From an optimization exercise on the open Yosys and OpenROAD flow, aimed at small area; shortcuts taken in it are not production practice.
Where RTL was checked, it was by simulation tests only, not by an equivalence proof against the original.
The RTL of runs 1 and 2 was laid out without a check of its function.
No activity file was given, so power comes from the tool's default toggle rates.

`design.v`:
```
`default_nettype none
module ConfirmCtl (
	input wire clock,
	input wire reset,
	input wire cf_s,
	output reg c_pulse
);
	reg c_lock;
	reg [12:0] dcnt;
	wire d_done = ~cf_s & (dcnt >= 13'd6250);
	always @(posedge clock) begin
		if (reset) begin
			c_pulse <= 1'b0;
			c_lock <= 1'b0;
		end
		else begin
			c_pulse <= ~c_pulse & ~c_lock & cf_s;
			c_lock <= c_pulse | (c_lock & ~d_done);
		end
		dcnt <= c_lock ? dcnt + 13'd1 : 13'd0;
	end
endmodule
module Bot (
	input wire clock,
	input wire reset,
	input wire sp_s,
	input wire [6:0] full,
	output reg [2:0] bcode,
	output reg b1
);
	reg [3:0] lf;
	always @(posedge clock)
		if (reset)
			lf <= 4'b1001;
		else
			lf <= {lf[2:0], lf[3] ^ lf[2]};
	wire x21 = lf[2] ^ lf[1];
	wire [6:0] rnd = {x21, lf[2], lf[3], lf[3] ^ x21, lf[0], lf[2], lf[3] ^ lf[1]};
	wire [6:0] want = rnd & ~full & {7{sp_s}};
	always @(*)
		if (want[3])
			bcode = 3'd3;
		else if (want[4])
			bcode = 3'd4;
		else if (want[2])
			bcode = 3'd2;
		else if (want[5])
			bcode = 3'd5;
		else if (want[1])
			bcode = 3'd1;
		else if (want[6])
			bcode = 3'd6;
		else if (want[0])
			bcode = 3'd0;
		else
			bcode = 3'd7;
	reg b2;
	reg [12:0] tcnt;
	wire t_done = ~sp_s & (tcnt >= 13'd6250);
	always @(posedge clock) begin
		if (reset) begin
			b1 <= 1'b0;
			b2 <= 1'b0;
		end
		else begin
			b1 <= ~b1 & ~b2 & (|want);
			b2 <= b1 | (b2 & ~t_done);
		end
		tcnt <= b2 ? tcnt + 13'd1 : 13'd0;
	end
endmodule
module BoardStore (
	input wire clock,
	input wire clear,
	input wire do_move,
	input wire [2:0] code,
	input wire cp,
	output reg [48:0] bd
);
	integer c;
	always @(posedge clock)
		if (clear)
			bd <= {7{7'b0000001}};
		else if (do_move)
			for (c = 0; c < 7; c = c + 1)
				if ((code == c) & ~bd[7 * c + 6])
					bd[7 * c +: 7] <= {bd[7 * c +: 6], cp};
endmodule
module Vga (
	input wire clock,
	input wire reset,
	output reg [3:0] hk,
	output reg hp,
	output reg [2:0] vj,
	output reg vq,
	output wire hsync,
	output wire vsync,
	output wire valid
);
	reg [5:0] hc;
	reg [5:0] vr;
	wire eol = (hk == 4'd9) & ~hp & (hc == 6'd35);
	always @(posedge clock)
		if (reset) begin
			hk <= 4'd0;
			hp <= 1'b0;
			hc <= 6'd0;
			vj <= 3'd0;
			vq <= 1'b0;
			vr <= 6'd0;
		end
		else begin
			if (eol) begin
				hk <= 4'd0;
				hc <= 6'd0;
			end
			else if (~hp & (hc == 6'd44)) begin
				hp <= 1'b1;
				hc <= 6'd0;
			end
			else if (hp & (hc == 6'd39)) begin
				hp <= 1'b0;
				hc <= 6'd0;
				hk <= hk + 4'd1;
			end
			else
				hc <= hc + 6'd1;
			if (eol) begin
				if (vj == 3'd7) begin
					vj <= 3'd0;
					vr <= 6'd0;
				end
				else if (~vq & (vr == 6'd29)) begin
					vq <= 1'b1;
					vr <= 6'd0;
				end
				else if (vq & (vr == 6'd44)) begin
					vq <= 1'b0;
					vr <= 6'd0;
					vj <= vj + 3'd1;
				end
				else
					vr <= vr + 6'd1;
			end
		end
	assign hsync = ~(((hk == 4'd7) & hp & (hc >= 6'd17)) | ((hk == 4'd8) & (~hp | (hc <= 6'd27))));
	assign vsync = ~((vj == 3'd6) & vq & ((vr == 6'd11) | (vr == 6'd12)));
	assign valid = ((hk < 4'd7) | ((hk == 4'd7) & ~hp)) & ((vj < 3'd6) | ((vj == 3'd6) & ~vq));
endmodule
module Pixel (
	input wire [48:0] bd,
	input wire hp,
	input wire [3:0] hk,
	input wire vq,
	input wire [2:0] vj,
	output wire red,
	output wire green,
	output wire blue
);
	wire is_board = ~hp | ~vq;
	reg [6:0] w;
	always @(*)
		case (hk[2:0])
			3'd0: w = bd[6:0];
			3'd1: w = bd[13:7];
			3'd2: w = bd[20:14];
			3'd3: w = bd[27:21];
			3'd4: w = bd[34:28];
			3'd5: w = bd[41:35];
			default: w = bd[48:42];
		endcase
	wire [6:0] mk;
	assign mk[6] = w[6];
	assign mk[5] = w[5] & ~w[6];
	assign mk[4] = w[4] & ~(|w[6:5]);
	assign mk[3] = w[3] & ~(|w[6:4]);
	assign mk[2] = w[2] & ~(|w[6:3]);
	assign mk[1] = w[1] & ~(|w[6:2]);
	assign mk[0] = w[0] & ~(|w[6:1]);
	reg occ, p2;
	always @(*)
		case (vj)
			3'd0: begin
				occ = w[6];
				p2 = (mk[6] & w[0]);
			end
			3'd1: begin
				occ = |w[6:5];
				p2 = (mk[6] & w[1]) | (mk[5] & w[0]);
			end
			3'd2: begin
				occ = |w[6:4];
				p2 = (mk[6] & w[2]) | (mk[5] & w[1]) | (mk[4] & w[0]);
			end
			3'd3: begin
				occ = |w[6:3];
				p2 = (mk[6] & w[3]) | (mk[5] & w[2]) | (mk[4] & w[1]) | (mk[3] & w[0]);
			end
			3'd4: begin
				occ = |w[6:2];
				p2 = (mk[6] & w[4]) | (mk[5] & w[3]) | (mk[4] & w[2]) | (mk[3] & w[1]) | (mk[2] & w[0]);
			end
			default: begin
				occ = |w[6:1];
				p2 = (mk[6] & w[5]) | (mk[5] & w[4]) | (mk[4] & w[3]) | (mk[3] & w[2]) | (mk[2] & w[1]) | (mk[1] & w[0]);
			end
		endcase
	assign blue = is_board;
	assign red = ~is_board & occ;
	assign green = red & p2;
endmodule
module TopChip (
	input wire clock,
	input wire reset,
	input wire [11:0] io_in,
	output wire [11:0] io_out
);
	reg [2:0] mv_code;
	always @(*)
		case (mv_h)
			7'b0000001: mv_code = 3'd0;
			7'b0000010: mv_code = 3'd1;
			7'b0000100: mv_code = 3'd2;
			7'b0001000: mv_code = 3'd3;
			7'b0010000: mv_code = 3'd4;
			7'b0100000: mv_code = 3'd5;
			7'b1000000: mv_code = 3'd6;
			default: mv_code = 3'd7;
		endcase
	reg [6:0] mv_h;
	reg [2:0] mv_s;
	reg cf_h, cf_s, sp_h, sp_s, pvp_h, pvp_s, ng_h, ng_s;
	always @(posedge clock) begin
		mv_h <= io_in[6:0];
		mv_s <= mv_code;
		cf_h <= io_in[7];
		cf_s <= cf_h;
		sp_h <= io_in[8];
		sp_s <= sp_h;
		pvp_h <= io_in[9];
		pvp_s <= pvp_h;
		ng_h <= io_in[10];
		ng_s <= ng_h;
	end
	reg cp;
	always @(posedge clock)
		if (reset)
			cp <= 1'b0;
		else
			cp <= sp_s;
	wire c_pulse;
	ConfirmCtl confirm (.clock(clock), .reset(reset), .cf_s(cf_s), .c_pulse(c_pulse));
	wire [48:0] bd;
	wire [6:0] full;
	genvar gc;
	generate
		for (gc = 0; gc < 7; gc = gc + 1) begin : g_full
			assign full[gc] = bd[7 * gc + 6];
		end
	endgenerate
	wire [2:0] bcode;
	wire b1;
	Bot bot (.clock(clock), .reset(reset), .sp_s(sp_s), .full(full), .bcode(bcode), .b1(b1));
	wire human = ~cp | pvp_s;
	wire [2:0] code = human ? mv_s : bcode;
	wire do_move = human ? c_pulse : b1;
	BoardStore board (.clock(clock), .clear(reset | ng_s), .do_move(do_move), .code(code),
	                  .cp(cp), .bd(bd));
	wire hp, vq;
	wire [3:0] hk;
	wire [2:0] vj;
	wire hsync, vsync, valid;
	Vga vga (.clock(clock), .reset(reset), .hp(hp), .hk(hk), .vq(vq), .vj(vj),
	         .hsync(hsync), .vsync(vsync), .valid(valid));
	wire red, green, blue;
	Pixel pixel (.bd(bd), .hp(hp), .hk(hk), .vq(vq), .vj(vj), .red(red), .green(green), .blue(blue));
	assign io_out[0] = vsync;
	assign io_out[1] = hsync;
	assign io_out[2] = valid;
	assign io_out[3] = 1'b0;
	assign io_out[5:4] = {2{red}};
	assign io_out[7:6] = {2{green}};
	assign io_out[9:8] = {2{blue}};
	assign io_out[11:10] = 2'b00;
endmodule
`default_nettype none
module my_chip (
    input logic [11:0] io_in,  
    output logic [11:0] io_out,  
    input logic clock,
    input logic reset  
);
    TopChip top_i (.clock(clock), .reset(reset), .io_in(io_in), .io_out(io_out));
endmodule
```
`run.sh`:
```
#!/bin/bash
# synth_recipe.tcl (not shown) runs the flow's synth.tcl, then flattens the netlist and writes it again
# the make line also repeats each setting of config.mk as NAME=value (left out here)
make -C /OpenROAD-flow-scripts/flow DESIGN_CONFIG=/design/flow/config.mk WORK_HOME=/design/flow/orfs CLKGATE_MAP_FILE= SYNTH_SCRIPT=/design/flow/synth_recipe.tcl finish
```
`config.mk`:
```
export PLATFORM = sky130hd
export DESIGN_NAME = my_chip
export DESIGN_NICKNAME = my_chip
export VERILOG_FILES = /design/flow/design.v
export SDC_FILE = /design/flow/constraint.sdc
export NUM_CORES = 4
export LEC_CHECK = 0
export CAP_MARGIN = 20
export CORE_MARGIN = 2
export CORE_UTILIZATION = 40
export CTS_BUF_LIST = sky130_fd_sc_hd__clkbuf_4
export SLEW_MARGIN = 20
```
`constraint.sdc`:
```
create_clock -name core_clock -period 20.0 [get_ports {clock}]
set_input_delay 4.0000 -clock core_clock [delete_from_list [all_inputs] [get_ports {clock}]]
set_output_delay 4.0000 -clock core_clock [all_outputs]
set_load 0.01 [all_outputs]
```
==> results.txt, run 1 <==
post-CTS setup buffers=0; Post-CTS Hold Buffers=0; Syn-to-layout area delta=7.87%; clock network power share=0.355; vias in the first global route=4483; GRT Resource Usage Total=0.167; combinational group share of total power=0.054; clk_skew=0.0170 ns; die area=16200 um^2; CP Launch Type=register; GPL Wtd Cong=0.793; final wirelength=13.2 mm; Initial DRT Pass Iterations=5; post-synth design cell area=6060 um^2; Sink Count=123; initial antenna violation count=0; Slew Limit Fails=0; IR drop worst, VDD=0.0388 mV; Crit Path Max Fanout=21; CTS tree=built; Final ANT Viol Nets=0; vias=4902; CTS root buf=clkbuf_4; wire per inst=14.7 um; fmax=116 MHz; CP Capture Type=primary output; number of synthesized flops with an enable pin=0; normalized max-slew margin=0.406; clock-pin slew on the worst setup and hold paths=0.10 ns; Die H=127 um; Yosys Warn Count=6; Post-Synthesis Cells=703; Area after DPL=6300 um^2; hold violation count in the final report=0; Final Total Pwr=0.000433 W; Max-Cap Viols=0; first-pass GRT wire length=21.8 mm; # setup viols final=0; drt drc=0; Least-Margin Pin Slew=0.889 ns; ANT cells=0; Tmin final=8.62 ns; clock latency on the worst-skew pair=0.52 ns; asr flop ratio synth=0; detailed placer's ending HPWL=9.38 mm; sequential share of power=0.592; power per cell area=66.2 nW/um^2; grt total ovfl=0; Tcrit/Tclk final=0.431; Switching Fraction=0.258; hold crit path type=reg2reg; die width=127 um; H-Tree Depth=4; Final Util=0.446; largest net degree at the start of global routing=70; share of cells above drive strength 1=0.0756; Initial Util=0.414; CTS resizes=0; Min Hold Slack=0.337 ns; Pint=0.000321 W; WP data required=16.00 ns; Crit path arrival time=4.62 ns; register area share after synthesis=0.406; drt via density=5.46; outcome=complete, no violations; Leakage=2.37 nW; Longest Clk Path Bufs=2; synthesized area per cell=8.62 um^2; Ports=26; CTS Buf Count=17; crit path kind=reg2out; RSZ-0062 raised after global routing=false; Iter 0 DRT Violations=347; Final #Nets=737; register-to-register setup slack=17.34 ns; synth unique cells=73; Buffers on Ports=21; ys flop type=dfxtp_1; setup TNS=0 ns; core area=14600 um^2; final instance area=6540 um^2; standard-cell rows=44; Switch Pwr=0.000112 W; FF+latch count, synth=123
[state kept, by name (all words and copies together), names as in the netlist, 3 cells and up]
register            count
top_i.vga.hc            6
top_i.confirm.dcnt     13
top_i.bot.lf            4
top_i.vga.vj            3
top_i.vga.vr            6
top_i.mv_h              7
top_i.vga.hk            4
top_i.mv_s              3
top_i.bot.tcnt         13
top_i.board.bd         49
[critical path, stage by stage, from the launching register on]
cell and delay (ns):
dfxtp_1 0.92, inv_1 0.34, ha_1 0.42, a221o_1 0.42, o32a_4 0.41, or4_4 0.56, o221a_1 0.22, nor2_1 0.08
o31a_1 0.19, clkdlybuf4s50_1 0.55
[stage by stage]
step           setup slack (ns)  std cells
2_1_floorplan             13.02        705
3_3_place_gp              11.95        867
3_5_place_dp              11.93        867
4_1_cts                   11.33        898
5_1_grt                   11.10        898
6_report                  11.38        898
[worst paths after layout]
| kind | from | cells past startpoint | endpoint |
|---|---|---|---|
| max | top_i.vga.hk[2] | 9 | io_out[6] |
| max reg2reg | top_i.cp | 6 | top_i.board.bd[5] |
| min | top_i.ng_h | 0 | top_i.ng_s |
| min reg2reg | top_i.ng_h | 0 | top_i.ng_s |
[cells by family (layout without fill, tap and decap cells)]
group | Yosys count | after routing | synth area share
xor+xnor | 33 | 33 | 0.0500
buf+inv | 67 | 76 | 0.0520
other cells | 1 | 3 | 0.000619
mux | 23 | 23 | 0.0388
fa+ha+maj | 21 | 21 | 0.0434
flops | 123 | 123 | 0.406
compound gates | 154 | 154 | 0.173
simple gates | 281 | 281 | 0.236
[Yosys cell counts (11+ instances only)]
cell      count  area [um^2]
buf_4        14          105
mux2i_1      19          190
clkbuf_1     24         90.1
xor2_1       13          114
nand3_1      49          245
a21oi_1      25          125
ha_1         21          263
nor2b_1      15         93.8
nor3_1       13         65.1
xnor2_1      19          166
or3_1        11         68.8
a22oi_1      11         82.6
nand2_1      82          308
inv_1        22         82.6
and2_1       18          113
nor2_1       42          158
o21ai_0      49          245
dfxtp_1     123         2460
[layout make-up]
class	instances	area (um^2)
well taps	184	230
fillers	1401	8110
repair buffers	23	225
flip-flops and latches	123	2460
multi-input cells	515	3300
clock inverters	13	104
clock buffers	18	135
inverters	22	82.6
[per-layer routing]
| metal | wire, um | GRT usage | share of wire | vias to the layer above |
|---|---|---|---|---|
| met5 | 0 | 0 | 0 | - |
| met2 | 6120 | 0.269 | 0.46 | 100 |
| met1 | 6430 | 0.222 | 0.49 | 2308 |
| li1 | - | - | - | 2483 |
| met3 | 498 | 0.0415 | 0.038 | 11 |
| met4 | 136 | 0.0504 | 0.010 | 0 |
[power groups by stage]
stage / logic (W) / registers (W) / clock network [W]
after floorplan: 0.0000199 / 0.000258 / 0
after global placement: 0.0000223 / 0.000261 / 0
after detailed placement: 0.0000231 / 0.000262 / 0
after CTS: 0.0000232 / 0.000256 / 0.000160
after global routing: 0.0000260 / 0.000257 / 0.000171
final: 0.0000232 / 0.000256 / 0.000154
[cell usage in the layout (no fill, tap or decap), types with 19 or more instances in the layout]
master	netlist	layout
a21oi_1	25	25
clkdlybuf4s50_1	0	21
dfxtp_1	123	123
ha_1	21	21
inv_1	22	22
mux2i_1	19	19
nand2_1	82	82
nand3_1	49	49
nor2_1	42	41
o21ai_0	49	49
xnor2_1	19	19
==> run 2: changes to the inputs <==
--- a/design.v
+++ b/design.v
@@ -99,7 +99,11 @@
 );
 	reg [5:0] hc;
 	reg [5:0] vr;
-	wire eol = (hk == 4'd9) & ~hp & (hc == 6'd35);
+	wire h_last = hk[3] ? (hc == 6'd47) :
+	              hp ? ((hk[2:0] == 3'd7) ? (hc == 6'd16) : (hc == 6'd39)) : (hc == 6'd44);
+	wire eol = h_last & (hk == 4'd9);
+	wire v_last = (vj == 3'd7) ? (vq ? (vr == 6'd32) : (vr == 6'd1)) :
+	              vq ? ((vj == 3'd6) ? (vr == 6'd10) : (vr == 6'd44)) : (vr == 6'd29);
 	always @(posedge clock)
 		if (reset) begin
 			hk <= 4'd0;
@@ -110,41 +114,29 @@
 			vr <= 6'd0;
 		end
 		else begin
-			if (eol) begin
-				hk <= 4'd0;
+			if (h_last) begin
 				hc <= 6'd0;
-			end
-			else if (~hp & (hc == 6'd44)) begin
-				hp <= 1'b1;
-				hc <= 6'd0;
-			end
-			else if (hp & (hc == 6'd39)) begin
-				hp <= 1'b0;
-				hc <= 6'd0;
-				hk <= hk + 4'd1;
+				hp <= ~hp & ~eol;
+				if (eol)
+					hk <= 4'd0;
+				else if (hp)
+					hk <= hk + 4'd1;
 			end
 			else
 				hc <= hc + 6'd1;
 			if (eol) begin
-				if (vj == 3'd7) begin
-					vj <= 3'd0;
+				if (v_last) begin
 					vr <= 6'd0;
-				end
-				else if (~vq & (vr == 6'd29)) begin
-					vq <= 1'b1;
-					vr <= 6'd0;
-				end
-				else if (vq & (vr == 6'd44)) begin
-					vq <= 1'b0;
-					vr <= 6'd0;
-					vj <= vj + 3'd1;
+					vq <= ~vq;
+					if (vq)
+						vj <= vj + 3'd1;
 				end
 				else
 					vr <= vr + 6'd1;
 			end
 		end
-	assign hsync = ~(((hk == 4'd7) & hp & (hc >= 6'd17)) | ((hk == 4'd8) & (~hp | (hc <= 6'd27))));
-	assign vsync = ~((vj == 3'd6) & vq & ((vr == 6'd11) | (vr == 6'd12)));
+	assign hsync = ~(hk == 4'd8);
+	assign vsync = ~((vj == 3'd7) & ~vq);
 	assign valid = ((hk < 4'd7) | ((hk == 4'd7) & ~hp)) & ((vj < 3'd6) | ((vj == 3'd6) & ~vq));
 endmodule
 module Pixel (
==> flow/run.sh (new file) <==
#!/bin/bash
# Own flow: the standard layout (standard.sh: unchanged synthesis, floorplan,
# placement and routing) with two changes:
#  - port buffers use the smallest buffer cell (buf_1) instead of clkdlybuf4s50_1;
#  - the clock tree uses clkbuf_4 buffers and no dummy balancing loads.
# Every tool's output goes to the ORFS logs under orfs/logs and to flow.log here.
set -euo pipefail
export BUFFER_PORTS_ARGS="-buffer_cell sky130_fd_sc_hd__buf_1"
export CTS_ARGS="-sink_clustering_enable -repair_clock_nets -dont_use_dummy_load -buf_list sky130_fd_sc_hd__clkbuf_4"
bash standard.sh finish > flow.log 2>&1
==> standard.sh (new file) <==
#!/bin/bash
# synth_recipe.tcl (not shown) runs the flow's synth.tcl, then flattens the netlist and writes it again
# the make line also repeats each setting of config.mk as NAME=value (left out here)
make -C /OpenROAD-flow-scripts/flow DESIGN_CONFIG=/design/flow/config.mk WORK_HOME=/design/flow/orfs CLKGATE_MAP_FILE= SYNTH_SCRIPT=/design/flow/synth_recipe.tcl "${@:-finish}"
--- a/config.mk
+++ b/config.mk
@@ -7,6 +7,5 @@
 export LEC_CHECK = 0
 export CAP_MARGIN = 20
 export CORE_MARGIN = 2
-export CORE_UTILIZATION = 40
-export CTS_BUF_LIST = sky130_fd_sc_hd__clkbuf_4
+export CORE_UTILIZATION = 60
 export SLEW_MARGIN = 20
removed: run.sh
==> run 2 against run 1 <==
Net effect:
- still clean on timing, DRC and antenna
- routed wire length is 12% lower
- flip-flop and latch count stayed put
- clock power is 28% lower
- non-clock buffer count is 1 higher
- fmax rose by 4.4%
- total power fell by 11%
==> results.txt, run 2 <==
die area=10800 um^2 (was 16200 um^2); grt total ovfl=0 (unchanged); RSZ-0062 raised after global routing=false (unchanged); Switch Pwr=0.0000893 W (was 0.000112 W); Iter 0 DRT Violations=219 (was 347); CP Launch Type=register (unchanged); register-to-register setup slack=17.01 ns (was 17.34 ns); Synth Area in Adders=0.0377 (was 0.0434); worst r2r src=top_i.vga.hk[2] (was top_i.cp); Pint=0.000296 W (was 0.000321 W); Yosys Warn Count=6 (unchanged); Slew Limit Fails=0 (unchanged); combinational group share of total power=0.050 (was 0.054); Crit Path Max Fanout=16 (was 21); Max-Cap Viols=0 (unchanged); post-CTS setup buffers=0 (unchanged); Sink Count=123 (unchanged); synthesized area per cell=8.61 um^2 (was 8.62 um^2); Ports=26 (unchanged); Switching Fraction=0.232 (was 0.258); post-synth top area cell=dfxtp_1 (unchanged); XOR/XNOR share of the synthesized area=0.0625 (was 0.0500); GPL Wtd Cong=0.875 (was 0.793); final worst setup slack=11.75 ns (was 11.38 ns); dominant cells by area after synthesis=dfxtp_1 41%, nand2_1 5.0%, xnor2_1 4.0%, nand3_1 3.9%, ha_1 3.8% (was dfxtp_1 41%, nand2_1 5.1%, ha_1 4.3%, nand3_1 4.0%, o21ai_0 4.0%); detailed placer's ending HPWL=8.17 mm (was 9.38 mm); Tcrit/Tclk final=0.412 (was 0.431); clock latency on the worst-skew pair=0.54 ns (was 0.52 ns); hold violation count in the final report=0 (unchanged); drt drc=0 (unchanged); Die H=104 um (was 127 um); crit path kind=reg2out (unchanged); clock network power share=0.289 (was 0.355); Post-Synthesis Cells=693 (was 703); pre-CTS setup slack=12.37 ns (was 11.93 ns); asr flop ratio synth=0 (unchanged); Final #Nets=721 (was 737); Top Usage Layer GRT=met2 (unchanged); Top reg by flops=top_i.board.bd (unchanged); fmax=121 MHz (was 116 MHz); Crit Reg-Reg Endpoint=top_i.vga.vj[2] (was top_i.board.bd[5]); Final Total Pwr=0.000386 W (was 0.000433 W); standard-cell rows=36 (was 44); M2 GR Usage=0.373 (was 0.269); Leakage=2.14 nW (was 2.37 nW); H-Tree Depth=4 (unchanged); clk_skew=0.0321 ns (was 0.0170 ns); FF-to-FF path depth=9 (was 6); first-pass GRT wire length=20.4 mm (was 21.8 mm); hold crit path type=reg2reg (unchanged); final instance area=6140 um^2 (was 6540 um^2); Post-synth top cells=123 x dfxtp_1, 80 x nand2_1, 47 x nand3_1 (was 123 x dfxtp_1, 82 x nand2_1, 49 x nand3_1, 49 x o21ai_0, 42 x nor2_1); Longest Clk Path Bufs=2 (unchanged); GRT Resource Usage Total=0.233 (was 0.167); Final ANT Viol Nets=0 (unchanged); final wirelength=11.6 mm (was 13.2 mm); CP Capture Type=primary output (unchanged); outcome=complete, no violations (unchanged); most frequent cells in the layout=123 x dfxtp_1, 80 x nand2_1, 47 x nand3_1 (was 123 x dfxtp_1, 82 x nand2_1, 49 x o21ai_0, 49 x nand3_1, 41 x nor2_1); Tmin final=8.25 ns (was 8.62 ns); die width=104 um (was 127 um); drt via density=5.81 (was 5.46); setup TNS=0 ns (unchanged); vias in the first global route=4457 (was 4483); Top Registers=top_i.board.bd (49), top_i.bot.tcnt (13), top_i.confirm.dcnt (13) (unchanged); Final Util=0.631 (was 0.446); Buffers on Ports=21 (unchanged); share of the synthesized area in the top cell type=0.413 (was 0.406); WP data required=16.00 ns (about the same); ANT cells=0 (unchanged); sequential share of power=0.662 (was 0.592); CTS Buf Count=17 (unchanged); Least-Margin Pin Slew=0.812 ns (was 0.889 ns); register area share after synthesis=0.413 (was 0.406); Largest register FFs=49 (unchanged); normalized max-slew margin=0.458 (was 0.406); Area after DPL=6000 um^2 (was 6300 um^2); IR drop worst, VDD=0.0481 mV (was 0.0388 mV); initial antenna violation count=0 (unchanged); met1 usage=0.296 (was 0.222); Initial DRT Pass Iterations=5 (unchanged); multiplexer share of the synthesized area=0.0214 (was 0.0388); Worst Hold Depth=0 (unchanged); power per cell area=62.8 nW/um^2 (was 66.2 nW/um^2); most common cell after layout, fill and taps aside=dfxtp_1 (unchanged); largest family of logic cells by synthesized area=simple AND/OR/NAND/NOR gates (unchanged); Crit path arrival time=4.25 ns (was 4.62 ns); ys flop type=dfxtp_1 (unchanged); core area=9730 um^2 (was 14600 um^2); synthesized-area fraction occupied by and/or/nand/nor cells=0.238 (was 0.236); CTS root buf=clkbuf_4 (unchanged); wire per inst=14.1 um (was 14.7 um); FF+latch count, synth=123 (unchanged); post-synth design cell area=5970 um^2 (was 6060 um^2); # setup viols final=0 (unchanged); Initial Util=0.613 (was 0.414); clock-pin slew on the worst setup and hold paths=0.08 ns (was 0.10 ns); WHS Endpoint=top_i.sp_s (was top_i.ng_s); most numerous cell in the Yosys netlist=dfxtp_1 (unchanged); share of cells above drive strength 1=0.0728 (was 0.0756); CTS tree=built (unchanged); hold_sp=top_i.sp_h (was top_i.ng_h); vias=4768 (was 4902); Synth Area in Compound Gates=0.172 (was 0.173); synth unique cells=76 (was 73); CTS resizes=0 (unchanged); Post-CTS Hold Buffers=0 (unchanged); Syn-to-layout area delta=2.81% (was 7.87%); largest net degree at the start of global routing=79 (was 70); routing usage on met3=0.0592 (was 0.0415); number of synthesized flops with an enable pin=0 (unchanged)
[run 2: changes by cell type after synthesis, moves of 4 or more]
cell      before  now
buf_2          3   12
mux2i_1       19    6
nand2b_1       6    2
nand4_1       10    5
nor3_1        13   22
o21ai_0       49   26
o21ai_1        1   31
o21ai_2        6    0
xnor2_1       19   27
[run 2: worst max-delay path, stage by stage (launching register included)]
cell and delay, ns:
dfxtp_1 0.74, inv_1 0.30, ha_1 0.40, a32o_1 0.26, a211oi_2 0.64, a31oi_1 0.17, a311o_1 0.37, a221oi_2 0.29
a211oi_1 0.10, nor4_2 0.26, buf_1 0.18
[run 2: power groups by stage]
| stage | Combinational, W | Clock [W] | Sequential [W] |
|---|---|---|---|
| floorplan | 0.0000176 | 0 | 0.000258 |
| global placement | 0.0000186 | 0 | 0.000261 |
| detailed placement | 0.0000191 | 0 | 0.000261 |
| CTS | 0.0000192 | 0.000117 | 0.000255 |
| global route | 0.0000219 | 0.000128 | 0.000256 |
| finish | 0.0000191 | 0.000111 | 0.000255 |
[run 2: worst max-delay path by stage]
stage / depth (start not counted) / startpoint / slack (ns) / to
3_3_place_gp: 10 / top_i.vga.hk[2] / 12.43 / io_out[6]
5_1_grt: 10 / top_i.vga.hk[2] / 11.38 / io_out[7]
6_report: 10 / top_i.vga.hk[2] / 11.75 / io_out[7]
2_1_floorplan: 13 / top_i.vga.hk[2] / 13.16 / io_out[6]
3_5_place_dp: 10 / top_i.vga.hk[2] / 12.37 / io_out[7]
4_1_cts: 10 / top_i.vga.hk[2] / 11.78 / io_out[7]
[run 2: layout make-up]
type | count | area (um^2)
well taps | 133 | 166
fillers | 917 | 3590
repair buffers | 24 | 101
inverters | 20 | 75.1
clock buffers | 17 | 128
flip-flops and latches | 123 | 2460
multi-input cells | 503 | 3200
[run 2: metrics by stage]
| stage | cells | hold slack, ns |
|---|---|---|
| 6_report | 820 | 0.330 |
| 3_5_place_dp | 803 | 0.316 |
| 5_1_grt | 820 | 0.335 |
| 2_1_floorplan | 695 | 0.310 |
| 4_1_cts | 820 | 0.333 |
| 3_3_place_gp | 803 | 0.311 |
[run 2: layer usage]
| layer | wire [um] | vias up |
|---|---|---|
| li1 | - | 2414 |
| met1 | 5440 | 2241 |
| met2 | 5380 | 87 |
| met3 | 460 | 26 |
| met4 | 272 | 0 |
| met5 | 0 | - |
[run 2: kinds of logic after synthesis]
group,count (synthesis)
other cells,1
xor+xnor,41
flops,123
mux,12
compound gates,152
buf+inv,69
simple gates,277
fa+ha+maj,18
==> run 3: changes to the inputs <==
--- a/design.v
+++ b/design.v
@@ -1,4 +1,17 @@
 `default_nettype none
+module Count6250 (
+	input wire clock,
+	input wire run,
+	output reg done
+);
+	reg [12:0] s;
+	wire low_zero = (s[11:0] == 12'd0);
+	wire fb = s[12] ^ s[3] ^ s[2] ^ s[0] ^ low_zero;
+	always @(posedge clock) begin
+		s <= run ? {s[11:0], fb} : 13'd0;
+		done <= run & ((s == 13'b1011011110111) | (done & ~(s[12] & low_zero)));
+	end
+endmodule
 module ConfirmCtl (
 	input wire clock,
 	input wire reset,
@@ -6,8 +19,9 @@
 	output reg c_pulse
 );
 	reg c_lock;
-	reg [12:0] dcnt;
-	wire d_done = ~cf_s & (dcnt >= 13'd6250);
+	wire d_cnt_done;
+	Count6250 dcnt (.clock(clock), .run(c_lock), .done(d_cnt_done));
+	wire d_done = ~cf_s & d_cnt_done;
 	always @(posedge clock) begin
 		if (reset) begin
 			c_pulse <= 1'b0;
@@ -17,7 +31,6 @@
 			c_pulse <= ~c_pulse & ~c_lock & cf_s;
 			c_lock <= c_pulse | (c_lock & ~d_done);
 		end
-		dcnt <= c_lock ? dcnt + 13'd1 : 13'd0;
 	end
 endmodule
 module Bot (
@@ -55,8 +68,9 @@
 		else
 			bcode = 3'd7;
 	reg b2;
-	reg [12:0] tcnt;
-	wire t_done = ~sp_s & (tcnt >= 13'd6250);
+	wire t_cnt_done;
+	Count6250 tcnt (.clock(clock), .run(b2), .done(t_cnt_done));
+	wire t_done = ~sp_s & t_cnt_done;
 	always @(posedge clock) begin
 		if (reset) begin
 			b1 <= 1'b0;
@@ -66,7 +80,6 @@
 			b1 <= ~b1 & ~b2 & (|want);
 			b2 <= b1 | (b2 & ~t_done);
 		end
-		tcnt <= b2 ? tcnt + 13'd1 : 13'd0;
 	end
 endmodule
 module BoardStore (
@@ -99,23 +112,28 @@
 );
 	reg [5:0] hc;
 	reg [5:0] vr;
-	wire h_last = hk[3] ? (hc == 6'd47) :
-	              hp ? ((hk[2:0] == 3'd7) ? (hc == 6'd16) : (hc == 6'd39)) : (hc == 6'd44);
+	wire h_last = hk[3] ? (hc == 6'b100110) :                 
+	              hp ? ((hk[2:0] == 3'd7) ? (hc == 6'b010011) :  
+	                                        (hc == 6'b110111)) :  
+	                   (hc == 6'b101100);                       
 	wire eol = h_last & (hk == 4'd9);
-	wire v_last = (vj == 3'd7) ? (vq ? (vr == 6'd32) : (vr == 6'd1)) :
-	              vq ? ((vj == 3'd6) ? (vr == 6'd10) : (vr == 6'd44)) : (vr == 6'd29);
+	wire v_last = (vj == 3'd7) ? (vq ? (vr == 6'b001001) :       
+	                                   (vr == 6'b000010)) :       
+	              vq ? ((vj == 3'd6) ? (vr == 6'b110001) :       
+	                                   (vr == 6'b101100)) :       
+	                   (vr == 6'b111001);                       
 	always @(posedge clock)
 		if (reset) begin
 			hk <= 4'd0;
 			hp <= 1'b0;
-			hc <= 6'd0;
+			hc <= 6'b000001;
 			vj <= 3'd0;
 			vq <= 1'b0;
-			vr <= 6'd0;
+			vr <= 6'b000001;
 		end
 		else begin
 			if (h_last) begin
-				hc <= 6'd0;
+				hc <= 6'b000001;
 				hp <= ~hp & ~eol;
 				if (eol)
 					hk <= 4'd0;
@@ -123,16 +141,16 @@
 					hk <= hk + 4'd1;
 			end
 			else
-				hc <= hc + 6'd1;
+				hc <= {hc[4:0], hc[5] ^ hc[4]};
 			if (eol) begin
 				if (v_last) begin
-					vr <= 6'd0;
+					vr <= 6'b000001;
 					vq <= ~vq;
 					if (vq)
 						vj <= vj + 3'd1;
 				end
 				else
-					vr <= vr + 6'd1;
+					vr <= {vr[4:0], vr[5] ^ vr[4]};
 			end
 		end
 	assign hsync = ~(hk == 4'd8);
==> flow/run.sh (replaced) <==
#!/bin/bash
# Own flow: the standard layout (standard.sh) with these changes:
#  - synthesis is the standard flow's script (synth_recipe.tcl, so -nofsm -noshare, flatten and
#    the same renaming; registers are mapped before ABC and keep their names and
#    cells) with ABC's cell mapping run by an area-oriented script (abc_area.script)
#    instead of ORFS's speed script;
#  - port buffers use the smallest buffer cell (buf_1);
#  - the clock tree uses clkbuf_4 buffers and no dummy balancing loads.
# Every tool's output goes to the ORFS logs under orfs/logs and to flow.log here.
set -euo pipefail
here=$(pwd)
# The standard flow's synthesis script with ABC's -script argument pointed at ours
{
  head -n 1 synth_recipe.tcl
  cat flow/abc_override.tcl
  tail -n +2 synth_recipe.tcl
} > synth_area.tcl
sed "s#SYNTH_SCRIPT=[^ ]*#SYNTH_SCRIPT=$here/synth_area.tcl#" standard.sh > standard_area.sh
export AREA_ABC_SCRIPT="$here/flow/abc_area.script"
export BUFFER_PORTS_ARGS="-buffer_cell sky130_fd_sc_hd__buf_1"
export CTS_ARGS="-sink_clustering_enable -repair_clock_nets -dont_use_dummy_load -buf_list sky130_fd_sc_hd__clkbuf_4 -root_buf sky130_fd_sc_hd__clkbuf_8"
bash standard_area.sh finish > flow.log 2>&1
==> flow/abc_area.script (new file) <==
strash
dc2
&get -n
&deepsyn -I 10 -J 3
&put
dch -f
amap
topo
stime -c
==> flow/abc_override.tcl (new file) <==
# run ABC's cell mapping with the script named by AREA_ABC_SCRIPT
proc abc {args} {
  set i [lsearch -exact $args -script]
  if {$i >= 0 && [info exists ::env(AREA_ABC_SCRIPT)]} {
    lset args [expr {$i + 1}] $::env(AREA_ABC_SCRIPT)
  }
  yosys abc {*}$args
}
==> run 3 against run 2 <==
Net effect:
- still clean
- critical path depth is 3 higher
- core utilization is 1.9 points higher
- combinational power shrank 8%
- die area fell by 14%
- flip-flop and latch count rose by 2
- clock skew decreased by 0.0019 ns
- setup slack better by 0.42 ns
- routed wire length is 14% lower
- global-route usage rose by 0.47 points
==> results.txt, run 3 <==
normalized max-slew margin=0.331 (was 0.458); core area=8220 um^2 (was 9730 um^2); wire per inst=13.1 um (was 14.1 um); Top Usage Layer GRT=met2 (unchanged); largest net degree at the start of global routing=22 (was 79); CP max stage cell=o21ai_0 (was dfxtp_1); Worst Hold Depth=0 (unchanged); dominant cells by area after synthesis=dfxtp_1 49%, o22ai_1 9.5%, clkinv_1 9.0%, nor2_1 6.9%, ha_1 3.0% (was dfxtp_1 41%, nand2_1 5.0%, xnor2_1 4.0%, nand3_1 3.9%, ha_1 3.8%); share of the synthesized area in the top cell type=0.493 (was 0.413); GPL Wtd Cong=0.788 (was 0.875); hold crit path type=reg2reg (unchanged); crit path launch=top_i.vga.hk[2] (unchanged); crit path kind=reg2out (unchanged); Top reg by flops=top_i.board.bd (unchanged); met1 usage=0.307 (was 0.296); WP data required=16.00 ns (about the same); standard-cell rows=33 (was 36); Crit Path Max Fanout=9 (was 16); CP delay by family, top=compound AO/OA/AOI/OAI gates (unchanged); Post-Synthesis Cells=625 (was 693); WHS Endpoint=top_i.pvp_s (was top_i.sp_s); Initial Util=0.618 (was 0.613); asr flop ratio synth=0 (unchanged); Die H=96 um (was 104 um); Yosys Warn Count=7 (was 6); Buffers on Ports=21 (unchanged); number of synthesized flops with an enable pin=0 (unchanged); die width=96 um (was 104 um); die area=9220 um^2 (was 10800 um^2); final wirelength=9.92 mm (was 11.6 mm); Longest Clk Path Bufs=2 (unchanged); post-synth design cell area=5080 um^2 (was 5970 um^2); Least-Margin Pin Slew=0.993 ns (was 0.812 ns); Tcrit/Tclk final=0.392 (was 0.412); Tmin final=7.83 ns (was 8.25 ns); Slew Limit Fails=0 (unchanged); clock latency on the worst-skew pair=0.40 ns (was 0.54 ns); clk_skew=0.0302 ns (was 0.0321 ns); Post-CTS Hold Buffers=0 (unchanged); H-Tree Depth=4 (unchanged); Largest register FFs=49 (unchanged); CP Cell Sequence=clkinv_1, ha_1, nor3_1, nand2_1, o21ai_0, clkinv_1, and3_1, o21ai_0, nand2_1, o32ai_1, o21a_1, nor2_1, buf_1 (was inv_1, ha_1, a32o_1, a211oi_2, a31oi_1, a311o_1, a221oi_2, a211oi_1, nor4_2, buf_1); synthesized area per cell=8.13 um^2 (was 8.61 um^2); CP Capture Type=primary output (unchanged); most frequent cells in the layout=125 x dfxtp_1, 122 x clkinv_1, 94 x nor2_1 (was 123 x dfxtp_1, 80 x nand2_1, 47 x nand3_1); Crit Reg-Reg Endpoint=top_i.board.bd[39] (was top_i.vga.vj[2]); vias=4228 (was 4768); Initial DRT Pass Iterations=4 (was 5); share of cells above drive strength 1=0.0260 (was 0.0728); initial antenna violation count=0 (unchanged); routing usage on met3=0.0540 (was 0.0592); hold violation count in the final report=0 (unchanged); CP Launch Type=register (unchanged); Leakage=1.82 nW (was 2.14 nW); CTS resizes=0 (unchanged); Buffers & Inverters on Critical Path=3 (was 2); Crit path depth=13 (was 10); CTS root buf=clkbuf_8 (was clkbuf_4); Syn-to-layout area delta=5.15% (was 2.81%); power per cell area=72.7 nW/um^2 (was 62.8 nW/um^2); M2 GR Usage=0.394 (was 0.373); CTS tree=built (unchanged); Iter 0 DRT Violations=147 (was 219); ys flop type=dfxtp_1 (unchanged); Final ANT Viol Nets=0 (unchanged); GRT Resource Usage Total=0.238 (was 0.233); post-CTS setup buffers=0 (unchanged); # setup viols final=0 (unchanged); most common cell after layout, fill and taps aside=dfxtp_1 (unchanged); detailed placer's ending HPWL=7.39 mm (was 8.17 mm); Ports=26 (unchanged); vias in the first global route=3901 (was 4457); most numerous cell in the Yosys netlist=dfxtp_1 (unchanged); fmax=128 MHz (was 121 MHz); Crit path arrival time=3.83 ns (was 4.25 ns); FF-to-FF path depth=11 (was 9); outcome=complete, no violations (unchanged); CTS Buf Count=17 (unchanged); Top Registers=top_i.board.bd (49), top_i.bot.tcnt.s (13), top_i.confirm.dcnt.s (13) (was top_i.board.bd (49), top_i.bot.tcnt (13), top_i.confirm.dcnt (13)); synth unique cells=36 (was 76); register area share after synthesis=0.493 (was 0.413); FF+latch count, synth=125 (was 123); post-synth top area cell=dfxtp_1 (unchanged); ANT cells=0 (unchanged); Max-Cap Viols=0 (unchanged); hold_sp=top_i.pvp_h (was top_i.sp_h); Final #Nets=681 (was 721); setup TNS=0 ns (unchanged); clock-pin slew on the worst setup and hold paths=0.10 ns (was 0.08 ns); drt drc=0 (unchanged); Post-synth top cells=125 x dfxtp_1, 122 x clkinv_1, 94 x nor2_1 (was 123 x dfxtp_1, 80 x nand2_1, 47 x nand3_1); Sink Count=125 (was 123); register-to-register setup slack=17.02 ns (was 17.01 ns); grt total ovfl=0 (unchanged); IR drop worst, VDD=0.0796 mV (was 0.0481 mV); first-pass GRT wire length=17.1 mm (was 20.4 mm); worst r2r src=top_i.bot.lf[2] (was top_i.vga.hk[2]); Final Util=0.650 (was 0.631); delay of the slowest cell on the worst path=0.82 ns (was 0.74 ns); RSZ-0062 raised after global routing=false (unchanged); drt via density=5.58 (was 5.81)
run 3: cell types whose count changed after synthesis, sizes merged, moves of 9 or more:
cell	change
and2	-18
buf	-16
clkbuf	-21
clkinv	+122
inv	-20
nand2	-46
nand3	-37
nor2	+50
nor2b	-9
o21ai	-44
o22ai	+70
xnor2	-27
xor2	-13
run 3: layer usage:
metal | routed length (um) | vias to the layer above
met5 | 0 | -
met4 | 87 | 0
met3 | 467 | 10
met2 | 4690 | 89
met1 | 4670 | 1937
li1 | - | 2192
run 3: logic make-up (layout without fill, tap and decap cells):
kind of cell | after synthesis | after routing | synth area share
other | 1 | 3 | 0.000738
AOI/OAI and AO/OA | 146 | 146 | 0.185
buffers and inverters | 134 | 160 | 0.108
and+or+nand+nor | 207 | 207 | 0.184
DFF | 125 | 125 | 0.493
adders and majority gates | 12 | 12 | 0.0296
run 3: cell type report:
class,count,area [um^2]
Fill cell,745,2880
Sequential cell,125,2500
Multi-Input combinational cell,368,2040
Inverter,122,458
Clock buffer,17,134
Tap cell,105,131
Timing Repair Buffer,21,78.8
run 3: worst max-delay path by stage:
stage                           end  slack [ns]
after floorplan           io_out[6]       13.24
after global placement    io_out[6]       12.79
after detailed placement  io_out[7]       12.67
after CTS                 io_out[7]       12.25
after global routing      io_out[7]       11.76
final                     io_out[7]       12.17
run 3: where the power goes:
part           internal, W  switching (W)   total, W
Sequential        0.000253     0.00000283   0.000256
Combinational   0.00000591      0.0000117  0.0000176
Clock            0.0000417      0.0000731   0.000115
run 3: metrics by stage:
step           instance area [um^2]  power, W  instances  hold WS, ns  setup slack [ns]
6_report                       5340  0.000388        758        0.337             12.17
5_1_grt                        5340  0.000406        758        0.356             11.76
4_1_cts                        5340  0.000393        758        0.339             12.25
2_1_floorplan                  5090  0.000275        627        0.310             13.24
3_5_place_dp                   5210  0.000279        741        0.312             12.67
3_3_place_gp                   5210  0.000279        741        0.311             12.79
==> run 4: changes to the inputs <==
==> flow/abc_area.script (replaced) <==
strash
dc2
&get -n
&deepsyn -I 10 -J 3
&dch -f
&nf -R 1000 -p -F 8 -A 4
&put
topo
stime -c
==> run 4 against run 3 <==
Net effect:
- final cell count shrank 15%
- flip-flop and latch count is the same
- largest cell class unchanged
- global-route usage shrank 0.23 points
- largest power group unchanged
- clock-buffer cell count is the same
- fmax grew 1.5%
- first-iteration DRC count grew 110%
- clock power is essentially flat
==> results.txt, run 4 <==
outcome=complete, no violations (unchanged); clk_skew=0.0359 ns (was 0.0302 ns); Leakage=1.89 nW (was 1.82 nW); WP data required=16.00 ns (about the same); CTS root buf=clkbuf_8 (unchanged); FF+latch count, synth=125 (unchanged); CP max stage cell=nor4_2 (was o21ai_0); register-to-register setup slack=16.99 ns (was 17.02 ns); Least-Margin Pin Slew=0.933 ns (was 0.993 ns); Final #Nets=566 (was 681); GRT Resource Usage Total=0.236 (was 0.238); most frequent cells in the layout=125 x dfxtp_1, 44 x a22o_1, 39 x nor2_1 (was 125 x dfxtp_1, 122 x clkinv_1, 94 x nor2_1); post-synth top area cell=dfxtp_1 (unchanged); grt total ovfl=0 (unchanged); crit path launch=top_i.vga.hk[2] (unchanged); Longest Clk Path Bufs=2 (unchanged); Iter 0 DRT Violations=303 (was 147); Initial Util=0.610 (was 0.618); Post-Synthesis Cells=510 (was 625); dominant cells by area after synthesis=dfxtp_1 50%, a22o_1 7.8%, and2_0 4.4%, ha_1 3.0%, nor2_1 2.9% (was dfxtp_1 49%, o22ai_1 9.5%, clkinv_1 9.0%, nor2_1 6.9%, ha_1 3.0%); M2 GR Usage=0.349 (was 0.394); Top reg by flops=top_i.board.bd (unchanged); Max-Cap Viols=0 (unchanged); core area=8130 um^2 (was 8220 um^2); asr flop ratio synth=0 (unchanged); number of synthesized flops with an enable pin=0 (unchanged); most common cell after layout, fill and taps aside=dfxtp_1 (unchanged); die area=9020 um^2 (was 9220 um^2); CP Launch Type=register (unchanged); Ports=26 (unchanged); largest net degree at the start of global routing=19 (was 22); Largest register FFs=49 (unchanged); clock latency on the worst-skew pair=0.39 ns (was 0.40 ns); drt drc=0 (unchanged); worst r2r src=top_i.bot.lf[3] (was top_i.bot.lf[2]); routing usage on met3=0.0630 (was 0.0540); post-CTS setup buffers=0 (unchanged); first-pass GRT wire length=16.3 mm (was 17.1 mm); FF-to-FF path depth=10 (was 11); Syn-to-layout area delta=5.39% (was 5.15%); Post-CTS Hold Buffers=0 (unchanged); share of cells above drive strength 1=0.0335 (was 0.0260); vias in the first global route=3455 (was 3901); initial antenna violation count=0 (unchanged); H-Tree Depth=4 (unchanged); Die H=95.0 um (was 96 um); power per cell area=73.8 nW/um^2 (was 72.7 nW/um^2); most numerous cell in the Yosys netlist=dfxtp_1 (unchanged); Final Util=0.643 (was 0.650); crit path kind=reg2out (unchanged); Final Instance Count excl. Fillers=643 (was 758); fmax=130 MHz (was 128 MHz); Setup crit end=io_out[7] (unchanged); Top Usage Layer GRT=met2 (unchanged); standard-cell rows=33 (unchanged); ys flop type=dfxtp_1 (unchanged); Tmin final=7.71 ns (was 7.83 ns); Top Registers=top_i.board.bd (49), top_i.bot.tcnt.s (13), top_i.confirm.dcnt.s (13) (unchanged); CTS resizes=0 (unchanged); met1 usage=0.332 (was 0.307); CTS Buf Count=17 (unchanged); register area share after synthesis=0.504 (was 0.493); synth unique cells=51 (was 36); ANT cells=0 (unchanged); hold crit path type=reg2reg (unchanged); filler cell count=700 (was 745); wire per inst=15.2 um (was 13.1 um); Post-synth top cells=125 x dfxtp_1, 44 x a22o_1, 39 x nor2_1 (was 125 x dfxtp_1, 122 x clkinv_1, 94 x nor2_1); delay of the slowest cell on the worst path=0.74 ns (was 0.82 ns); Tcrit/Tclk final=0.386 (was 0.392); Yosys Warn Count=7 (unchanged); CP Cell Sequence=clkinv_1, ha_1, nor4_2, nand2_1, nand3_1, nor2b_1, nand2_1, a21oi_1, a2111o_1, a21oi_1, a31oi_1, o21ai_0, a31oi_1, buf_1 (was clkinv_1, ha_1, nor3_1, nand2_1, o21ai_0, clkinv_1, and3_1, o21ai_0, nand2_1, o32ai_1, o21a_1, nor2_1, buf_1); pre-CTS setup slack=12.43 ns (was 12.67 ns); Final Total Pwr=0.000386 W (was 0.000388 W); GPL Wtd Cong=0.822 (was 0.788); die width=95.0 um (was 96 um); RSZ-0062 raised after global routing=false (unchanged); Crit Reg-Reg Endpoint=top_i.board.bd[0] (was top_i.board.bd[39]); normalized max-slew margin=0.378 (was 0.331); Slew Limit Fails=0 (unchanged); final wirelength=9.80 mm (was 9.92 mm); post-synth design cell area=4960 um^2 (was 5080 um^2); setup TNS=0 ns (unchanged); Buffers on Ports=21 (unchanged); Crit path arrival time=3.71 ns (was 3.83 ns); detailed placer's ending HPWL=7.08 mm (was 7.39 mm); # setup viols final=0 (unchanged); clock-pin slew on the worst setup and hold paths=0.10 ns (about the same); vias=3812 (was 4228); CP Capture Type=primary output (unchanged); Post-Place Cells=626 (was 741); CTS tree=built (unchanged); share of the synthesized area in the top cell type=0.504 (was 0.493); Crit Path Max Fanout=10 (was 9); synthesized area per cell=9.73 um^2 (was 8.13 um^2); drt via density=5.93 (was 5.58); hold violation count in the final report=0 (unchanged); Sink Count=125 (unchanged); final worst setup slack=12.29 ns (was 12.17 ns); Initial DRT Pass Iterations=6 (was 4); Final ANT Viol Nets=0 (unchanged); IR drop worst, VDD=0.0592 mV (was 0.0796 mV)
==> run 4: cell count changes in the layout (fill, tap and decap cells not counted), moves of 7 or more <==
cell / previous run / this run
nor3_1: 23 / 11
o22ai_1: 77 / 4
a22o_1: 0 / 44
clkinv_1: 122 / 22
o22a_1: 8 / 1
nor2b_1: 3 / 12
o21ai_0: 13 / 20
or2_0: 10 / 3
and2_0: 0 / 35
a222oi_1: 0 / 14
nor2_1: 94 / 39
==> run 4: logic make-up after synthesis <==
kind of cell | count (synthesis) | share of synthesized area
adder cells (fa/ha/maj) | 12 | 0.0302
flip-flops | 125 | 0.504
buffers and inverters | 34 | 0.0348
multiplexers | 2 | 0.00403
XOR/XNOR | 8 | 0.0141
AND/OR/NAND/NOR | 188 | 0.199
AO/OA/AOI/OAI | 140 | 0.213
other | 1 | 0.000755
==> run 4: cell type report <==
type | instances | area [um^2] | area share
inverter | 22 | 82.6 | 0.0158
sequential | 125 | 2500 | 0.478
timing repair buffer | 21 | 78.8 | 0.0151
clock buffer | 17 | 134 | 0.0256
tap | 105 | 131 | 0.0251
multi-input combinational | 353 | 2300 | 0.440
==> run 4: stage by stage <==
stage          instance area (um^2)  hold slack, ns
6_report                       5230           0.340
5_1_grt                        5230           0.349
4_1_cts                        5230           0.346
3_5_place_dp                   5090           0.318
3_3_place_gp                   5090           0.310
2_1_floorplan                  4970           0.310
==> run 4: routing by layer <==
metal	wire (um)	vias to the layer above	share of wire
met4	116	0	0.012
met5	0	-	0
li1	-	1946	-
met3	543	9	0.055
met1	4830	1761	0.49
met2	4310	96	0.44
==> run 4: worst max-delay path, delay by kind of cell, from the launching register on <==
| family | cells | cell delay (ns) |
|---|---|---|
| fa+ha+maj | 1 | 0.35 |
| buf+inv | 2 | 0.31 |
| compound gates | 6 | 0.77 |
| flops | 1 | 0.48 |
| simple gates | 5 | 1.43 |
==> run 4: where the power goes <==
group	internal [W]	switching (W)
Sequential	0.000253	0.00000489
Combinational	0.00000619	0.00000898
Clock	0.0000417	0.0000713
Total	0.000301	0.0000851
==> run 4: worst min path at each step <==
stage	start	end	slack, ns	cells after the start
after floorplan	top_i.cf_h	top_i.cf_s	0.31	0
after global placement	top_i.cf_h	top_i.cf_s	0.31	0
after detailed placement	top_i.pvp_h	top_i.pvp_s	0.32	0
after CTS	top_i.cf_h	top_i.cf_s	0.35	0
after global routing	top_i.cf_h	top_i.cf_s	0.35	0
final	top_i.cf_h	top_i.cf_s	0.34	0
==> run 5: changes to the inputs <==
--- a/flow/run.sh
+++ b/flow/run.sh
@@ -18,5 +18,5 @@
 sed "s#SYNTH_SCRIPT=[^ ]*#SYNTH_SCRIPT=$here/synth_area.tcl#" standard.sh > standard_area.sh
 export AREA_ABC_SCRIPT="$here/flow/abc_area.script"
 export BUFFER_PORTS_ARGS="-buffer_cell sky130_fd_sc_hd__buf_1"
-export CTS_ARGS="-sink_clustering_enable -repair_clock_nets -dont_use_dummy_load -buf_list sky130_fd_sc_hd__clkbuf_4 -root_buf sky130_fd_sc_hd__clkbuf_8"
+export CTS_ARGS="-sink_clustering_enable -repair_clock_nets -dont_use_dummy_load -buf_list sky130_fd_sc_hd__clkbuf_4"
 bash standard_area.sh finish > flow.log 2>&1
==> flow/abc_area.script (replaced) <==
strash
dc2
&get -n
&deepsyn -I 10 -J 3
&put
dch -f
amap
topo
stime -c
--- a/config.mk
+++ b/config.mk
@@ -7,5 +7,5 @@
 export LEC_CHECK = 0
 export CAP_MARGIN = 20
 export CORE_MARGIN = 2
-export CORE_UTILIZATION = 60
+export CORE_UTILIZATION = 55
 export SLEW_MARGIN = 20
==> run 5 against run 4 <==
Net effect:
- clock skew is 0.014 ns higher
- largest cell class unchanged
- critical path depth decreased by 1
- total power about the same
==> results.txt, run 5 <==
clock-pin slew on the worst setup and hold paths=0.09 ns (was 0.10 ns); final instance area=5340 um^2 (was 5230 um^2); Top Usage Layer GRT=met2 (unchanged); first-pass GRT wire length=17.3 mm (was 16.3 mm); CP Cell Sequence=clkinv_1, ha_1, nor3_1, nand2_1, o21ai_0, clkinv_1, and3_1, o21ai_0, nand2_1, o32ai_1, o21a_1, nor2_1, buf_1 (was clkinv_1, ha_1, nor4_2, nand2_1, nand3_1, nor2b_1, nand2_1, a21oi_1, a2111o_1, a21oi_1, a31oi_1, o21ai_0, a31oi_1, buf_1); largest net degree at the start of global routing=22 (was 19); Largest register FFs=49 (unchanged); Crit path arrival time=3.84 ns (was 3.71 ns); CP Launch Type=register (unchanged); GRT Resource Usage Total=0.214 (was 0.236); clk_skew=0.0495 ns (was 0.0359 ns); standard-cell rows=35 (was 33); power per cell area=72.4 nW/um^2 (was 73.8 nW/um^2); Die H=100 um (was 95.0 um); outcome=complete, no violations (unchanged); Crit Path Max Fanout=9 (was 10); die width=100 um (was 95.0 um); share of the synthesized area in the top cell type=0.493 (was 0.504); detailed placer's ending HPWL=7.47 mm (was 7.08 mm); grt total ovfl=0 (unchanged); Top Registers=top_i.board.bd (49), top_i.bot.tcnt.s (13), top_i.confirm.dcnt.s (13) (unchanged); Tmin final=7.84 ns (was 7.71 ns); most numerous cell in the Yosys netlist=dfxtp_1 (unchanged); post-synth design cell area=5080 um^2 (was 4960 um^2); vias=4218 (was 3812); crit path kind=reg2out (unchanged); die area=10000 um^2 (was 9020 um^2); Least-Margin Pin Slew=0.980 ns (was 0.933 ns); number of synthesized flops with an enable pin=0 (unchanged); WP data required=16.00 ns (about the same); Slew Limit Fails=0 (unchanged); Sink Count=125 (unchanged); RSZ-0062 raised after global routing=false (unchanged); hold violation count in the final report=0 (unchanged); drt drc=0 (unchanged); Syn-to-layout area delta=5.17% (was 5.39%); Longest Clk Path Bufs=2 (unchanged); Ports=26 (unchanged); synthesized area per cell=8.13 um^2 (was 9.73 um^2); asr flop ratio synth=0 (unchanged); core area=9110 um^2 (was 8130 um^2); CTS resizes=0 (unchanged); normalized max-slew margin=0.340 (was 0.378); initial antenna violation count=0 (unchanged); vias in the first global route=3939 (was 3455); hold crit path type=reg2reg (unchanged); Final Total Pwr=0.000387 W (was 0.000386 W); # setup viols final=0 (unchanged); share of cells above drive strength 1=0.0260 (was 0.0335); Area after DPL=5210 um^2 (was 5090 um^2); Leakage=1.82 nW (was 1.89 nW); Max-Cap Viols=0 (unchanged); most common cell after layout, fill and taps aside=dfxtp_1 (unchanged); filler cell count=852 (was 700); Tcrit/Tclk final=0.392 (was 0.386); met1 usage=0.282 (was 0.332); post-synth top area cell=dfxtp_1 (unchanged); CTS root buf=clkbuf_4 (was clkbuf_8); wire per inst=13.0 um (was 15.2 um); Yosys Warn Count=7 (unchanged); most frequent cells in the layout=125 x dfxtp_1, 122 x clkinv_1, 94 x nor2_1 (was 125 x dfxtp_1, 44 x a22o_1, 39 x nor2_1); Final ANT Viol Nets=0 (unchanged); H-Tree Depth=4 (unchanged); M2 GR Usage=0.352 (was 0.349); Post-CTS Hold Buffers=0 (unchanged); Initial Util=0.558 (was 0.610); Initial DRT Pass Iterations=4 (was 6); CP Capture Type=primary output (unchanged); Post-Synthesis Cells=625 (was 510); Final #Nets=681 (was 566); ANT cells=0 (unchanged); Iter 0 DRT Violations=165 (was 303); routing usage on met3=0.0460 (was 0.0630); clock latency on the worst-skew pair=0.52 ns (was 0.39 ns); CP max stage cell=o21ai_0 (was nor4_2); Top reg by flops=top_i.board.bd (unchanged); post-CTS setup buffers=0 (unchanged); CTS Buf Count=17 (unchanged); final wirelength=9.97 mm (was 9.80 mm); GPL Wtd Cong=0.864 (was 0.822); register area share after synthesis=0.493 (was 0.504); CTS tree=built (unchanged); fmax=127 MHz (was 130 MHz); ys flop type=dfxtp_1 (unchanged); synth unique cells=36 (was 51); setup TNS=0 ns (unchanged); dominant cells by area after synthesis=dfxtp_1 49%, o22ai_1 9.5%, clkinv_1 9.0%, nor2_1 6.9%, ha_1 3.0% (was dfxtp_1 50%, a22o_1 7.8%, and2_0 4.4%, ha_1 3.0%, nor2_1 2.9%); drt via density=5.52 (was 5.93); FF+latch count, synth=125 (unchanged); delay of the slowest cell on the worst path=0.81 ns (was 0.74 ns); IR drop worst, VDD=0.0512 mV (was 0.0592 mV); Post-synth top cells=125 x dfxtp_1, 122 x clkinv_1, 94 x nor2_1 (was 125 x dfxtp_1, 44 x a22o_1, 39 x nor2_1); Buffers on Ports=21 (unchanged)
## run 5: path summary, 6_finish.rpt
kind / from / endpoint / slack (ns) / cells past startpoint
setup / recovery: top_i.vga.hk[2] / io_out[7] / 12.16 / 13
hold / removal: top_i.sp_h / top_i.sp_s / 0.33 / 0
setup reg to reg: top_i.bot.lf[2] / top_i.board.bd[18] / 16.94 / 13
hold reg to reg: top_i.sp_h / top_i.sp_s / 0.33 / 0
## run 5: stage by stage
step | setup WS [ns] | utilization | hold slack (ns) | cells
2_1_floorplan | 13.24 | - | 0.310 | 627
3_3_place_gp | 12.75 | 0.572 | 0.311 | 747
3_5_place_dp | 12.73 | 0.572 | 0.312 | 747
4_1_cts | 12.18 | 0.586 | 0.337 | 764
5_1_grt | 11.66 | 0.586 | 0.347 | 764
6_report | 12.16 | 0.586 | 0.333 | 764
## run 5: power by group
| part | switching [W] | leakage, nW | internal [W] | total [W] |
|---|---|---|---|---|
| clock | 0.0000743 | 0.0782 | 0.0000389 | 0.000113 |
| sequential | 0.00000280 | 1.02 | 0.000253 | 0.000256 |
| combinational | 0.0000115 | 0.722 | 0.00000591 | 0.0000175 |
| total | 0.0000886 | 1.82 | 0.000298 | 0.000387 |
## run 5: logic make-up (layout without fill, tap and decap cells)
| family | after synthesis | count (layout) | synth area share |
|---|---|---|---|
| buf+inv | 134 | 160 | 0.108 |
| flops | 125 | 125 | 0.493 |
| fa+ha+maj | 12 | 12 | 0.0296 |
| compound gates | 146 | 146 | 0.185 |
| simple gates | 207 | 207 | 0.184 |
| other cells | 1 | 3 | 0.000738 |
## run 5: layout make-up
type	instances	area [um^2]	area share
flip-flops and latches	125	2500	0.468
well taps	111	139	0.0260
multi-input cells	368	2040	0.381
inverters	122	458	0.0857
repair buffers	21	78.8	0.0148
clock buffers	17	128	0.0239
## run 5: routing by layer
metal,wire [um],share of wire
met3,347,0.035
met2,4580,0.46
met1,4920,0.49
met4,123,0.012
met5,0,0
## run 5: worst max-delay path: cells and delay by family (launching register included)
kind / cells / cell delay [ns]
AO/OA/AOI/OAI: 4 / 1.29
adder cells (fa/ha/maj): 1 / 0.25
buffers and inverters: 3 / 0.68
flip-flops: 1 / 0.43
AND/OR/NAND/NOR: 5 / 0.73
==> run 6: changes to the inputs <==
==> flow/abc_area.script (replaced) <==
strash
dc2
dch -f
amap
topo
stime -c
--- a/config.mk
+++ b/config.mk
@@ -7,5 +7,5 @@
 export LEC_CHECK = 0
 export CAP_MARGIN = 20
 export CORE_MARGIN = 2
-export CORE_UTILIZATION = 55
+export CORE_UTILIZATION = 60
 export SLEW_MARGIN = 20
==> run 6 against run 5 <==
Net effect:
- critical path type unchanged
- hold slack better by 0.0047 ns
- register-to-register slack worse by 0.82 ns
- combinational power up 8%
- setup slack lost 0.69 ns
- still clean
- non-clock buffer count increased by 4
- cell area up 1.3%
==> results.txt, run 6 <==
number of synthesized flops with an enable pin=0 (unchanged); Final Util=0.655 (was 0.586); hold violation count in the final report=0 (unchanged); Top reg by flops=top_i.board.bd (unchanged); worst r2r src=top_i.sp_s (was top_i.bot.lf[2]); CP delay by family, top=simple AND/OR/NAND/NOR gates (was compound AO/OA/AOI/OAI gates); detailed placer's ending HPWL=7.98 mm (was 7.47 mm); drt via density=5.86 (was 5.52); Post-Synthesis Cells=610 (was 625); Buffers & Inverters on Critical Path=7 (was 3); Longest Clk Path Bufs=2 (unchanged); clk_skew=0.0507 ns (was 0.0495 ns); wire per inst=14.3 um (was 13.0 um); setup TNS=0 ns (unchanged); clock latency on the worst-skew pair=0.51 ns (was 0.52 ns); CTS tree=built (unchanged); die width=96.4 um (was 100 um); GPL Wtd Cong=0.884 (was 0.864); post-synth top area cell=dfxtp_1 (unchanged); Max-Cap Viols=0 (unchanged); post-synth design cell area=5120 um^2 (was 5080 um^2); grt total ovfl=0 (unchanged); vias in the first global route=3722 (was 3939); RSZ-0062 raised after global routing=false (unchanged); CTS root buf=clkbuf_4 (unchanged); Post-CTS Hold Buffers=0 (unchanged); CTS resizes=0 (unchanged); Final #Nets=670 (was 681); hold crit path type=reg2reg (unchanged); Ports=26 (unchanged); GRT Resource Usage Total=0.237 (was 0.214); core area=8260 um^2 (was 9110 um^2); die area=9300 um^2 (was 10000 um^2); Crit path arrival time=4.54 ns (was 3.84 ns); largest net degree at the start of global routing=42 (was 22); synthesized-area fraction occupied by and/or/nand/nor cells=0.178 (was 0.184); Initial Util=0.621 (was 0.558); initial antenna violation count=0 (unchanged); WP data required=16.00 ns (about the same); Buffers on Ports=21 (unchanged); normalized max-slew margin=0.258 (was 0.340); final wirelength=10.7 mm (was 9.97 mm); Synth Area in Adders=0.0293 (was 0.0296); most frequent cells in the layout=125 x dfxtp_1, 107 x nor2_1, 98 x clkinv_1 (was 125 x dfxtp_1, 122 x clkinv_1, 94 x nor2_1); Tcrit/Tclk final=0.427 (was 0.392); outcome=complete, no violations (unchanged); FF+latch count, synth=125 (unchanged); Tmin final=8.54 ns (was 7.84 ns); Yosys Warn Count=7 (unchanged); post-CTS setup buffers=0 (unchanged); ANT cells=0 (unchanged); Crit Path Max Fanout=8 (was 9); crit path launch=top_i.vga.hk[0] (was top_i.vga.hk[2]); filler cell count=727 (was 852); CTS Buf Count=17 (unchanged); CP Launch Type=register (unchanged); share of cells above drive strength 1=0.0327 (was 0.0260); largest family of logic cells by synthesized area=compound AO/OA/AOI/OAI gates (unchanged); register area share after synthesis=0.488 (was 0.493); most common cell after layout, fill and taps aside=dfxtp_1 (unchanged); power per cell area=71.6 nW/um^2 (was 72.4 nW/um^2); FF-to-FF path depth=12 (was 13); most numerous cell in the Yosys netlist=dfxtp_1 (unchanged); synth unique cells=36 (unchanged); vias=4380 (was 4218); dominant cells by area after synthesis=dfxtp_1 49%, nor2_1 7.8%, clkinv_1 7.2%, a22oi_1 5.1%, ha_1 2.9% (was dfxtp_1 49%, o22ai_1 9.5%, clkinv_1 9.0%, nor2_1 6.9%, ha_1 3.0%); Least-Margin Pin Slew=1.10 ns (was 0.980 ns); XOR/XNOR share of the synthesized area=0 (unchanged); Iter 0 DRT Violations=268 (was 165); Top Registers=top_i.board.bd (49), top_i.bot.tcnt.s (13), top_i.confirm.dcnt.s (13) (unchanged); Syn-to-layout area delta=5.57% (was 5.17%); Crit path top cell by count=clkinv_1; share of the synthesized area in the top cell type=0.488 (was 0.493); CP Capture Type=primary output (unchanged); standard-cell rows=33 (was 35); crit path kind=reg2out (unchanged); IR drop worst, VDD=0.0538 mV (was 0.0512 mV); Crit Reg-Reg Endpoint=top_i.board.bd[9] (was top_i.board.bd[18]); first-pass GRT wire length=17.0 mm (was 17.3 mm); Largest register FFs=49 (unchanged); multiplexer share of the synthesized area=0 (unchanged); delay of the slowest cell on the worst path=0.49 ns (was 0.81 ns); Slew Limit Fails=0 (unchanged); H-Tree Depth=4 (unchanged); Initial DRT Pass Iterations=8 (was 4); Crit path depth=18 (was 13); Setup crit end=io_out[7] (unchanged); Leakage=1.83 nW (was 1.82 nW); asr flop ratio synth=0 (unchanged); register-to-register setup slack=16.12 ns (was 16.94 ns); ys flop type=dfxtp_1 (unchanged); Post-synth top cells=125 x dfxtp_1, 107 x nor2_1, 98 x clkinv_1 (was 125 x dfxtp_1, 122 x clkinv_1, 94 x nor2_1); fmax=117 MHz (was 127 MHz); Sink Count=125 (unchanged); Synth Area in Compound Gates=0.214 (was 0.185); CP Cell Sequence=clkinv_1, ha_1, clkinv_1, nor2_1, clkinv_1, nand3_1, clkinv_1, o22ai_1, nand2_1, nor2_1, clkinv_1, nor2_1, clkinv_1, a2111oi_0, nor2_1, o41ai_1, a31oi_1, buf_1 (was clkinv_1, ha_1, nor3_1, nand2_1, o21ai_0, clkinv_1, and3_1, o21ai_0, nand2_1, o32ai_1, o21a_1, nor2_1, buf_1); Die H=96.4 um (was 100 um); CP max stage cell=nor2_1 (was o21ai_0); Final ANT Viol Nets=0 (unchanged); clock-pin slew on the worst setup and hold paths=0.10 ns (was 0.09 ns); drt drc=0 (unchanged); # setup viols final=0 (unchanged)
-- run 6: cell types whose count changed after synthesis, sizes merged, moves of 13 or more --
cell / before / now
o22ai: 77 / 12
a22oi: 1 / 35
clkinv: 122 / 98
a222oi: 0 / 14
nor2: 94 / 107
-- run 6: through the flow --
step | hold WS (ns) | worst slack, ns | area, um^2 | power (W) | instances
after floorplan | 0.310 | 12.91 | 5130 | 0.000275 | 612
after global placement | 0.311 | 12.22 | 5280 | 0.000280 | 730
after detailed placement | 0.312 | 12.08 | 5280 | 0.000280 | 730
after CTS | 0.340 | 11.52 | 5410 | 0.000391 | 747
after global routing | 0.344 | 11.08 | 5410 | 0.000403 | 747
final | 0.338 | 11.46 | 5410 | 0.000387 | 747
-- run 6: worst min path at each step --
| stage | startpoint | endpoint | depth (start not counted) |
|---|---|---|---|
| after CTS | top_i.sp_h | top_i.sp_s | 0 |
| final | top_i.sp_h | top_i.sp_s | 0 |
| after global placement | top_i.ng_h | top_i.ng_s | 0 |
| after detailed placement | top_i.ng_h | top_i.ng_s | 0 |
| after floorplan | top_i.cf_h | top_i.cf_s | 0 |
| after global routing | top_i.sp_h | top_i.sp_s | 0 |
-- run 6: kinds of logic (layout without fill, tap and decap cells) --
| kind of cell | Yosys count | in the layout |
|---|---|---|
| AOI/OAI and AO/OA | 154 | 154 |
| adders and majority gates | 12 | 12 |
| buffers and inverters | 110 | 140 |
| DFF | 125 | 125 |
| other | 1 | 3 |
| and+or+nand+nor | 208 | 208 |
-- run 6: final cells by class --
type                    instances  area (um^2)  area share
repair buffers                 25          109      0.0201
inverters                      98          368      0.0680
flip-flops and latches        125         2500       0.463
multi-input cells             377         2170       0.401
clock buffers                  17          128      0.0236
well taps                     105          131      0.0243
-- run 6: metal layers --
metal	GRT usage	part of all wire	vias to the layer above
li1	-	-	2219
met1	0.320	0.48	2022
met2	0.360	0.44	121
met3	0.0784	0.059	18
met4	0.0810	0.017	0
met5	0	0	-
-- run 6: report_power, final --
group | internal (W) | leakage (nW) | switching, W
Clock | 0.0000389 | 0.0782 | 0.0000738
Combinational | 0.00000591 | 0.732 | 0.0000130
Sequential | 0.000253 | 1.02 | 0.00000246
-- run 6: worst reg2reg max path, cell delays in order, from the launching register on --
cell,delay (ns)
dfxtp_1,0.33
clkinv_1,0.19
a2111oi_0,0.57
o21ai_0,0.24
a21oi_1,0.18
o21ai_0,0.08
o21ai_0,0.14
clkinv_1,0.16
or3_1,0.41
nor3_1,0.70
clkinv_1,0.41
a22oi_1,0.26
nor2_1,0.06
